This design comes from an exercise in tuning for small area and a short achievable clock period on the open sky130 flow, not from production work.
Function was checked by simulation only, so behaviour that the tests miss may differ from the original.
No driver is modelled on the clock port, so clocking that relies on it looks cheaper here than on a real chip.
Power and IR drop assume default switching activity.

lagoon:
==> flow/design.v <==
module sync_fifo
(
input               clk,
input               rst_n,
input               wen,
input   [15:0]      data_in,
output              full,
input               ren,
output  [15:0]      data_out,
output              empty
);
reg  [3:0]  wr_hi, wr_lo;
reg  [15:0] rd_oh;
reg         full_r;
reg         nempty_r;
reg  [15:0] mem [0:15];
reg  [15:0] data_out_r;
assign full     = full_r;
assign empty    = ~nempty_r;
assign data_out = data_out_r;
wire push = wen & ~full_r;
wire pop  = ren & nempty_r;
wire [15:0] wr_oh;
genvar i;
generate
    for (i = 0; i < 16; i = i + 1) begin : sel
        assign wr_oh[i] = wr_hi[i/4] & wr_lo[i%4];
    end
endgenerate
wire [3:0]  wr_lo1 = {wr_lo[2:0], wr_lo[3]};
wire [3:0]  wr_hi1 = {wr_hi[2:0], wr_hi[3]};
wire [15:0] wr_oh1 = {wr_oh[14:0], wr_oh[15]};
wire [15:0] rd_oh1 = {rd_oh[14:0], rd_oh[15]};
wire [3:0]  rd_lo  = rd_oh[3:0] | rd_oh[7:4] | rd_oh[11:8] | rd_oh[15:12];
wire        last_word  = |(rd_oh1 & wr_oh);
wire        last_space = |(wr_oh1 & rd_oh);
always @(posedge clk or negedge rst_n)
begin
    if (!rst_n) begin
        wr_hi    <= 4'd1;
        wr_lo    <= 4'd1;
        rd_oh    <= 16'd1;
        full_r   <= 1'b0;
        nempty_r <= 1'b0;
    end else begin
        if (push & wr_lo[3])
            wr_hi <= wr_hi1;
        if (push)
            wr_lo <= (last_space & ~pop) ? 4'd0 : wr_lo1;
        else if (pop & full_r)
            wr_lo <= rd_lo;
        if (pop)  rd_oh <= rd_oh1;
        if (push)
            nempty_r <= 1'b1;
        else if (pop)
            nempty_r <= ~last_word;
        if (pop)
            full_r <= 1'b0;
        else if (push)
            full_r <= last_space;
    end
end
reg [15:0] rd_word;
integer k;
always @*
begin
    rd_word = 16'd0;
    for (k = 0; k < 16; k = k + 1)
        rd_word = rd_word | (mem[k] & {16{rd_oh[k]}});
end
generate
    for (i = 0; i < 16; i = i + 1) begin : row
        always @(posedge clk)
            if (wr_oh[i])
                mem[i] <= data_in;
    end
endgenerate
always @(posedge clk)
    if (pop)
        data_out_r <= rd_word;
endmodule
==> flow/config.mk <==
export PLATFORM = sky130hd
export DESIGN_NAME = sync_fifo
export DESIGN_NICKNAME = sync_fifo
export VERILOG_FILES = /design/flow/design.v
export SDC_FILE = /design/flow/constraint.sdc
export NUM_CORES = 4
export LEC_CHECK = 0
export CAP_MARGIN = 20
export CORE_MARGIN = 2
export CORE_UTILIZATION = 55
export CTS_CLUSTER_DIAMETER = 100
export CTS_CLUSTER_SIZE = 30
export SETUP_SLACK_MARGIN = 1.85
export SLEW_MARGIN = 20
==> flow/constraint.sdc <==
create_clock -name core_clock -period 3.5 [get_ports {clk}]
set_input_delay 0.7000 -clock core_clock [delete_from_list [all_inputs] [get_ports {clk}]]
set_output_delay 0.7000 -clock core_clock [all_outputs]
set_load 0.01 [all_outputs]
standard.sh (not shown) runs the stock make flow with config.mk's settings and CLKGATE_MAP_FILE= SYNTH_SCRIPT=/design/flow/synth_recipe.tcl, a recipe that flattens the netlist after the stock synthesis.
==> flow/flow/run.sh <==
#!/bin/bash
# The standard layout (the standard.sh: standard synthesis, floorplan,
# placement, CTS, routing, finish) with one change, made by a hook at the end
# of the CTS step (post_cts.tcl): the clock tree's upper levels are replaced by
# a few buffers fed straight from the clock port, each driving the nearest leaf
# buffers. Every register still gets its clock through two buffers, with the
# same arrival time for all of them; only the tree's depth shrinks.
# The port buffers are buf_2 cells (BUFFER_PORTS_ARGS).
set -euo pipefail
here=$(pwd)
export POST_CTS_TCL="$here/flow/post_cts.tcl"
export CLOCK_ROOTS=4
export BUFFER_PORTS_ARGS="-buffer_cell sky130_fd_sc_hd__buf_2"
bash standard.sh > "$here/standard.log" 2>&1
Other scripts of this flow, unchanged in this note and not shown: flow/flow/post_cts.tcl
Inputs modified between lagoon and zinc:
Settings: changing SETUP_SLACK_MARGIN from 1.85 to 2.05.
-- flow/flow/run.sh --
<<< lagoon, line 8
# The port buffers are buf_2 cells (BUFFER_PORTS_ARGS).
>>> zinc, line 8
<<< lagoon, line 13
export BUFFER_PORTS_ARGS="-buffer_cell sky130_fd_sc_hd__buf_2"
>>> zinc, line 12
zinc reached the end of the flow, and the finished layout is clean on the timing, design-rule and antenna checks. Comparing static leakage for lagoon and zinc, the bigger number came from zinc. Looking at routing usage on met3 across lagoon and zinc, the one that comes out lower is zinc. Number of instances in the synthesized netlist: lagoon vs zinc identical. lagoon vs zinc, worst setup path endpoint: data_out_r[9]$_DFFE_PP_ vs full_r$_DFFE_PN0P_. For internal portion of total power, zinc and lagoon come out practically identical. Min met2 usage in global routing across lagoon and zinc: lagoon. Re clock network fraction of design power: zinc is 0.5 points down on lagoon. Maximum achievable frequency (higher): lagoon.

[what the ideal ports hide]
Ports are ideal in the flow. The routed layouts listed here were re-timed in OpenROAD.
Step 1 assumes that a clkbuf_16 drives the clock port and a buf_2 every other input.
Step 2, shift: input delay + t, output delay - t, t = (earliest + latest rising clock arrival at the registers) / 2. This alone moves slack from input paths to output paths.
Slacks: ideal ports / drivers / drivers and shift; pairs: ideal ports / drivers.
| run | shift t [ns] | setup WS [ns] | worst setup path after step 2 | cell pins on the clock port's net |
|---|---|---|---|---|
| lagoon | 0.399 | 1.853 / 1.780 / 1.627 | input to register | 4 |
| zinc | 0.405 | 1.825 / 1.806 / 1.626 | input to register | 4 |
After both steps every run listed still meets setup and hold. For lagoon, which loses most, drivers alone change the setup slack by -0.073 ns; drivers and shift together by -0.226 ns.
